What follows belongs to an exercise in optimizing a design on an open flow for small area, a short achievable clock period and few clock cycles; a production flow would make more cautious choices. The RTL was checked by simulation tests, not by an equivalence proof against the original design. Power figures rest on the tool's default switching activity, not on a simulated workload.

// modular_reduction
module modular_reduction #(
    parameter DATA_WIDTH = 48,
    parameter Q_WIDTH    = 23
) (
    input  wire clk,
    input  wire rst_n,
    input  wire start,
    output reg  done,
    input  wire [DATA_WIDTH-1:0] data_in,
    output wire [Q_WIDTH-1:0]    data_out
);
For scale: roughly 400 cells after synthesis, roughly 27 flip-flops, about 75 I/O pins, ~3600 µm² of cells after synthesis.
export LEC_CHECK = 0
export ABC_AREA = 1
export CAP_MARGIN = 20
export CORE_MARGIN = 2
export CORE_UTILIZATION = 40
export PLACE_DENSITY = 0.8
export SETUP_SLACK_MARGIN = 0.8
export SLEW_MARGIN = 20
create_clock -name core_clock -period 5.0 [get_ports {clk}]
standard.sh (not shown) runs the stock make flow with config.mk's settings and CLKGATE_MAP_FILE= SYNTH_SCRIPT=/design/flow/synth_recipe.tcl, a recipe that flattens the netlist after the stock synthesis.
==> flow/flow/run.sh <==
#!/bin/bash
# Own layout flow: the standard flow with these changes.
#  - Synthesis: the standard flow's synthesis script, except that Yosys's extract_fa runs
#    only inside module fa3 (the RTL's full adder), which is kept as its own
#    module until the final flatten, so every fa3 becomes one
#    sky130_fd_sc_hd__fa_1 and all other logic is left to abc (no half adders
#    and no inverters forced around extracted adders). Everything else,
#    including the final flatten and renaming, is synth_recipe.tcl as given.
#  - If flow/abc.script exists, abc runs it instead of ORFS's abc script.
#  - Port buffers: plain sky130_fd_sc_hd__buf_1 instead of the buffer that
#    buffer_ports picks by itself (a 0.5 ns clkdlybuf4s50_1).
# Each tool's output goes to standard.log (make) and ORFS's own logs.
set -euo pipefail
W=$PWD
S="$FLOW_HOME/scripts/synth.tcl"
grep -q 'extract_fa {\*}\[dont_use_extract_fa_args\]' "$S"
grep -q '^  log_cmd abc {\*}$abc_args$' "$S"
ABC_SED=()
if [[ -f "$W/flow/abc.script" ]]; then
  ABC_SED=(-e "s#^  log_cmd abc {\*}\$abc_args\$#  lset abc_args 1 $W/flow/abc.script\n  log_cmd abc {*}\$abc_args#")
fi
sed -e 's/extract_fa {\*}\[dont_use_extract_fa_args\]/extract_fa -fa fa3/' "${ABC_SED[@]}" \
  "$S" > "$W/own_synth_body.tcl"
sed "s#source \$::env(SCRIPTS_DIR)/synth.tcl#source $W/own_synth_body.tcl#" \
  "$W/synth_recipe.tcl" > "$W/own_synth.tcl"
grep -q "own_synth_body.tcl" "$W/own_synth.tcl"
bash standard.sh "SYNTH_SCRIPT=$W/own_synth.tcl" "SYNTH_KEEP_MODULES=fa3" \
  "BUFFER_PORTS_ARGS=-buffer_cell sky130_fd_sc_hd__buf_1" finish > standard.log 2>&1
==> flow/flow/abc.script <==
&get -n
&st
&dch
&nf -a
&put
topo
stime -c
buffer -c
upsize -c
dnsize -c
The baseline went through all stages and came out clean.
Testbench counts at the start, summed over its fixed seeds: cycles 16,000.
Change:
==> flow/flow/abc.script (replaced) <==
&get -n
&st
&dch
&nf -a
&put
topo
stime -c
buffer -c
upsize -c
dnsize -c
strash
dch
map
topo
stime -c
buffer -c
upsize -c
dnsize -c
PLACE_DENSITY = not set   (was 0.8)
SETUP_SLACK_MARGIN = 0.6   (was 0.8)
- The changed run finished clean
- sequential power is lower by a little under a tenth
- routed wire length is higher by roughly a tenth
- total power is lower by a little under a tenth
- combinational power is lower by a little under a tenth
- sequential share of layout area is lower by 0.72 points
- final area is higher by a few percent
- synthesized cell count is higher by well over a third
- core utilization is lower by 0.36 points
Change:
==> flow/flow/abc.script (replaced) <==
&get -n
&st
&dch
&nf -a
&put
SETUP_SLACK_MARGIN = 1.2   (was 0.6)
Effect:
- The new run ran to the end with no violations
- via count drops by 16%
- worst setup slack gains 0.078 ns
- non-clock buffer count climbs by 30
- total power climbs by 28%
Change:
==> flow/flow/abc.script (replaced) <==
&get -n
&st
&dch
&nf -a
&put
topo
stime -c
buffer -c
upsize -c
dnsize -c
SETUP_SLACK_MARGIN = 0.4   (was 1.2)
The changed run finished clean.
Worst hold slack gains 0.0060 ns.
Count of clock-buffer cells in the layout does not change.
Synthesized area grows by 4.7%.
Setup slack loses 0.22 ns.
Change:
==> flow/flow/abc.script (replaced) <==
&get -n
&st
&dch
&nf -R 1000
&put
topo
stime -c
buffer -c
upsize -c
dnsize -c
SETUP_SLACK_MARGIN = 0.8   (was 0.4)
After rerunning:
- The new run finished clean
- global-route usage goes up by 0.28 points
- maximum frequency goes up by about 0.36%
- critical path depth goes up by 5
- design area goes up by about 6%
- wire length goes up by about 4%
- sequential cell count is unchanged
- core utilization goes up by 5.2 points
Change:
==> flow/flow/abc.script (replaced) <==
&get -n
&st
&dch
&nf -a
&put
topo
stime -c
buffer -c
upsize -c
dnsize -c
GPL_TIMING_DRIVEN = 0   (was not set)
The changed run went through all stages and came out clean; worst setup slack is better by 0.055 ns; design area drops by 3.8%; clock-buffer cell count drops by 1.

---

v55:
Starting RTL as in the previous note.
Design modular_reduction, start of the top module:
module modular_reduction #(
    parameter DATA_WIDTH = 48,
    parameter Q_WIDTH    = 23
) (
    input  wire clk,
    input  wire rst_n,
    input  wire start,
    output reg  done,
    input  wire [DATA_WIDTH-1:0] data_in,
    output wire [Q_WIDTH-1:0]    data_out
);
Settings: LEC_CHECK=0, ABC_AREA=1, CAP_MARGIN=20, CORE_MARGIN=2, CORE_UTILIZATION=40, SETUP_SLACK_MARGIN=0.7, SLEW_MARGIN=20; clock period 5.0 ns.
==> flow/flow/abc.script <==
&get -n
&st
&dch
&nf -a
&put
topo
stime -c
buffer -c
upsize -c
dnsize -c
Scripts as last shown in full above: flow/flow/run.sh
v55 has completed all stages; timing, DRC and antenna checks passed.
Testbench counts of v55, summed over its fixed seeds: cycles 16,000.
#### Input delta (v24 over v55)
==> flow/flow/abc.script <==
strash
dch
map -a
topo
stime -c
buffer -c
upsize -c
dnsize -c
strash
dch
map
topo
stime -c
buffer -c
upsize -c
dnsize -c
-- flow/config.mk --
<<< v55, line 11
export CORE_UTILIZATION = 40
export SETUP_SLACK_MARGIN = 0.7
export SLEW_MARGIN = 20
>>> v24, line 11
export CORE_UTILIZATION = 40
export SETUP_SLACK_MARGIN = 0.6
export SLEW_MARGIN = 20
Number of cells in the finished layout apart from fillers, v24 vs v55: up by more than 10%. Overall track demand over capacity in global routing delta for v24 relative to v55: 0.36 points higher. Of v55 and v24, the run reporting the higher wire length of the first global-routing pass was v24. The worst hold slack was comparable across v55 and v24. Going from v55 to v24, arrival time reported for the critical path endpoint grows by 0.04 ns. Compared with v55, in v24 post-synthesis net count has increased, layout overhead on the synthesized area has remained practically unchanged. Clock network power share | v24 above v55. Compared with v55, v24 shows placed wire-length estimate higher by 3.0%.
Modified inputs, v40 compared to v24
==> flow/flow/abc.script <==
&get -n
&st
&dch
&nf -a
&put
topo
stime -c
buffer -c
upsize -c
dnsize -c
-- flow/config.mk --
<<< v24, line 11
export CORE_UTILIZATION = 40
export SETUP_SLACK_MARGIN = 0.6
export SLEW_MARGIN = 20
>>> v40, line 11
export CORE_UTILIZATION = 40
export GPL_ROUTABILITY_DRIVEN = 0
export SETUP_SLACK_MARGIN = 0.8
export SLEW_MARGIN = 20
## What came out
v40 completed end to end with timing, DRC and antenna clean.
On utilization, v24 and v40 are neck and neck.
Relative to v24, v40 improves worst setup slack.
Per the comparison of v40 with v24, global-route wire length before repair has decreased; via count lost about 11%; maximum frequency now sits higher; final cell count has decreased.
What v22 does differently from v40 at the input level:
-- flow/config.mk --
<<< v40, line 11
export CORE_UTILIZATION = 40
export GPL_ROUTABILITY_DRIVEN = 0
export SETUP_SLACK_MARGIN = 0.8
export SLEW_MARGIN = 20
>>> v22, line 11
export CORE_UTILIZATION = 40
export SETUP_SLACK_MARGIN = 0.6
export SLEW_MARGIN = 20
--- outcome ---
- Portion of total power attributed to combinational logic sits lower in v22 than in v40.
- Between v22 and v40, non-clock buffer total of the final layout is higher for v40, v22 comes in under that.
- Area growth from synthesis to layout in v22 is 1.6 points lower than in v40
Setup changes, v22 to v7
-- flow/config.mk --
<<< v22, line 11
export CORE_UTILIZATION = 40
export SETUP_SLACK_MARGIN = 0.6
export SLEW_MARGIN = 20
>>> v7, line 11
export CORE_UTILIZATION = 40
export SETUP_SLACK_MARGIN = 0.9
export SLEW_MARGIN = 20
Notes after the runs:
v22 reports its critical path capture point as y[24] while v7 reports y[21].
Proportion of layout cells with a drive suffix above 1, v7 and v22: smaller value in v22
Against v22, v7 reports a growth of design area from synthesis to finish that is higher.
The run with more routed wire is v7, not v22.
Compared with v22, placement density in the core of v7 is higher.
Changes observed in v7 relative to v22: count of antenna diodes in the layout neither gained nor lost much, highest net fanout along the worst path lost 1, setup slack picked up an extra 0.16 ns, total vias in the final route picked up an extra 13.
Relative to v7, the following input files were edited for v5:
-- flow/config.mk --
<<< v7, line 11
export CORE_UTILIZATION = 40
export SETUP_SLACK_MARGIN = 0.9
export SLEW_MARGIN = 20
>>> v5, line 11
export CORE_UTILIZATION = 40
export SETUP_SLACK_MARGIN = 0.85
export SLEW_MARGIN = 20
## What came out
Delta (v5 minus v7): share of cells above drive strength 1 moved down, buffer share of cell area comparable, final area shows a reduction of about 1%, met1 routing resource usage after global routing stayed essentially flat, global-route usage roughly the same.
In the route summary, v5 ends up with a via count exceeding that of v7.
Reported for v7 and v5, post-synthesis net count turned out identical to the last digit.
NOTE: sum of internal, switching and leakage power in v5 falls short of that of v7
Area of the multi-input gates: lower on v5
Between v7 and v5, final period demand of the worst path increased.
Area overhead of the layout relative to synthesis came out lower on v5 than on v7.
Of the two values seen for first element of the critical path, data_in[34] was produced by v5 and data_in[24] by v7.

---

Another version of the RTL of modular_reduction (not shown whole).
For scale: roughly 430 cells after synthesis, ~27 flip-flops, roughly 3900 sq um of cells after synthesis.
clock: 5.0 ns
lec_check: 0
abc_area: 1
cap_margin: 20
core_margin: 2
core_utilization: 40
setup_slack_margin: 0.6
slew_margin: 20
==> flow/flow/run.sh <==
#!/bin/bash
# Own layout flow: the standard flow with two changes.
#  - Synthesis: the standard flow's synthesis script, except that Yosys's extract_fa runs
#    only inside module fa3 (the RTL's full adder), which is kept as its own
#    module until the final flatten, so every fa3 becomes one
#    sky130_fd_sc_hd__fa_1 and all other logic is left to abc (no half adders
#    and no inverters forced around extracted adders). Everything else,
#    including the final flatten and renaming, is synth_recipe.tcl as given.
#  - abc runs flow/abc.script instead of ORFS's abc_area/abc_speed script.
#  - Port buffers: plain sky130_fd_sc_hd__buf_1 instead of the buffer that
#    buffer_ports picks by itself (a 0.5 ns clkdlybuf4s50_1).
set -euo pipefail
W=$PWD
grep -q 'extract_fa {\*}\[dont_use_extract_fa_args\]' "$FLOW_HOME/scripts/synth.tcl"
grep -q '^  log_cmd abc {\*}$abc_args$' "$FLOW_HOME/scripts/synth.tcl"
sed -e 's/extract_fa {\*}\[dont_use_extract_fa_args\]/extract_fa -fa fa3/' \
  -e "s#^  log_cmd abc {\*}\$abc_args\$#  lset abc_args 1 $W/flow/abc.script\n  log_cmd abc {*}\$abc_args#" \
  "$FLOW_HOME/scripts/synth.tcl" > "$W/own_synth_body.tcl"
grep -q "flow/abc.script" "$W/own_synth_body.tcl"
sed "s#source \$::env(SCRIPTS_DIR)/synth.tcl#source $W/own_synth_body.tcl#" \
  "$W/synth_recipe.tcl" > "$W/own_synth.tcl"
grep -q "own_synth_body.tcl" "$W/own_synth.tcl"
bash standard.sh "SYNTH_SCRIPT=$W/own_synth.tcl" "SYNTH_KEEP_MODULES=fa3" \
  "BUFFER_PORTS_ARGS=-buffer_cell sky130_fd_sc_hd__buf_1" finish > standard.log 2>&1
==> flow/flow/abc.script <==
&get -n
&st
&dch
&nf -R 1000
&put
topo
stime -c
buffer -c
upsize -c
dnsize -c
The starting point completed with no timing, DRC or antenna violations.
Testbench counts at the start, summed over its fixed seeds: cycles 16,000.
Edit:
--- a/flow/flow/run.sh
+++ b/flow/flow/run.sh
@@ -9 +8,0 @@
-#  - abc runs flow/abc.script instead of ORFS's abc_area/abc_speed script.
@@ -15,3 +14 @@
-grep -q '^  log_cmd abc {\*}$abc_args$' "$FLOW_HOME/scripts/synth.tcl"
-sed -e 's/extract_fa {\*}\[dont_use_extract_fa_args\]/extract_fa -fa fa3/' \
-  -e "s#^  log_cmd abc {\*}\$abc_args\$#  lset abc_args 1 $W/flow/abc.script\n  log_cmd abc {*}\$abc_args#" \
+sed 's/extract_fa {\*}\[dont_use_extract_fa_args\]/extract_fa -fa fa3/' \
@@ -19 +15,0 @@
-grep -q "flow/abc.script" "$W/own_synth_body.tcl"
removed: flow/flow/abc.script
What happened: The new run ran to the end with no violations. Clock power barely changes. Maximum frequency rose by 5.3%. Cell area rose by 4.5%. Sequential cell count does not change. Non-clock buffer count fell by 18. Wire length rose by 19%. Sequential power fell by 8.9%.
Edit:
--- a/flow/flow/run.sh
+++ b/flow/flow/run.sh
@@ -8,0 +9 @@
+#  - abc runs flow/abc.script instead of ORFS's abc_area/abc_speed script.
@@ -14 +15,3 @@
-sed 's/extract_fa {\*}\[dont_use_extract_fa_args\]/extract_fa -fa fa3/' \
+grep -q '^  log_cmd abc {\*}$abc_args$' "$FLOW_HOME/scripts/synth.tcl"
+sed -e 's/extract_fa {\*}\[dont_use_extract_fa_args\]/extract_fa -fa fa3/' \
+  -e "s#^  log_cmd abc {\*}\$abc_args\$#  lset abc_args 1 $W/flow/abc.script\n  log_cmd abc {*}\$abc_args#" \
@@ -15,0 +19 @@
+grep -q "flow/abc.script" "$W/own_synth_body.tcl"
==> flow/flow/abc.script (new file) <==
strash
dch
map -a
topo
stime -c
buffer -c
upsize -c
dnsize -c
Settings changed: SETUP_SLACK_MARGIN 0.6 to 0.3.
=> Setup slack degrades by 0.24 ns; via count decreases by 15%; combinational power decreases by about 8%; sequential power decreases by about 3%; wire length decreases by 13%; area after synthesis decreases by 9.7%; clock-buffer cell count stays the same.
Edit:
Settings changed: SETUP_SLACK_MARGIN 0.3 to 0.6.
Die area stays the same; utilization climbs by 0.70 points; final area climbs by 1.5%; sequential share of layout area drops by 0.16 points; wire length climbs by 0.47%; sequential power climbs by about 3%; via count barely changes; worst hold slack gets worse by 0.0031 ns; count of clock-buffer cells in the layout stays the same; setup slack gets better by 0.22 ns; non-clock buffer count climbs by 1.

==> re-timing with driven ports <==
The results above use ideal ports. As a check the final layouts listed here were re-extracted and re-timed, cells and wires unchanged. Step 1 (the two cells are an assumption about what drives the block):
set clk [get_ports {clk}]
set_driving_cell -lib_cell sky130_fd_sc_hd__clkbuf_16 $clk
set_driving_cell -lib_cell sky130_fd_sc_hd__buf_2 [delete_from_list [all_inputs] $clk]
Step 2 moves the port delays by t, midway between the first and last clock arrival at a register: inputs arrive t later, outputs are due t later. That takes back most of the time a late clock gives input paths. Three values: ideal ports, drivers, drivers and shift; two values: the first two.
run	t (ns)	slack for setup (ns)	hold WS [ns]	worst setup path at the end	worst data-port slew with drivers (ns)
the first run of note 1	0.296	0.946 / 0.950 / 0.654	0.468 / 0.460 / 0.757	input to register	0.04
the second run of note 1	0.294	1.007 / 1.015 / 0.721	0.479 / 0.472 / 0.766	input to register	0.03
the third run of note 1	0.301	1.085 / 1.054 / 0.840	0.467 / 0.461 / 0.762	input to register	0.05
the fourth run of note 1	0.296	0.867 / 0.869 / 0.573	0.473 / 0.466 / 0.762	input to register	0.04
the fifth run of note 1	0.289	0.882 / 0.868 / 0.579	0.471 / 0.467 / 0.757	input to register	0.05
the sixth run of note 1	0.302	0.937 / 0.943 / 0.641	0.470 / 0.464 / 0.766	input to register	0.04
v55	0.294	0.918 / 0.924 / 0.630	0.476 / 0.468 / 0.762	input to register	0.04
v24	0.295	0.848 / 0.841 / 0.545	0.473 / 0.471 / 0.767	input to register	0.04
v40	0.294	0.985 / 0.967 / 0.687	0.476 / 0.468 / 0.763	input to register	0.04
v22	0.296	0.867 / 0.869 / 0.573	0.473 / 0.466 / 0.762	input to register	0.04
v7	0.295	1.029 / 1.034 / 0.738	0.475 / 0.467 / 0.762	input to register	0.04
v5	0.295	1.004 / 1.004 / 0.709	0.475 / 0.467 / 0.762	input to register	0.04
the first run of note 3	0.294	0.651 / 0.621 / 0.437	0.474 / 0.468 / 0.762	input to register	0.04
the second run of note 3	0.309	0.870 / 0.883 / 0.573	0.461 / 0.450 / 0.760	input to register	0.04
the third run of note 3	0.303	0.628 / 0.599 / 0.404	0.466 / 0.461 / 0.764	input to register	0.04
the fourth run of note 3	0.307	0.843 / 0.848 / 0.541	0.463 / 0.458 / 0.765	input to register	0.04
After both steps every run listed still meets setup and hold.
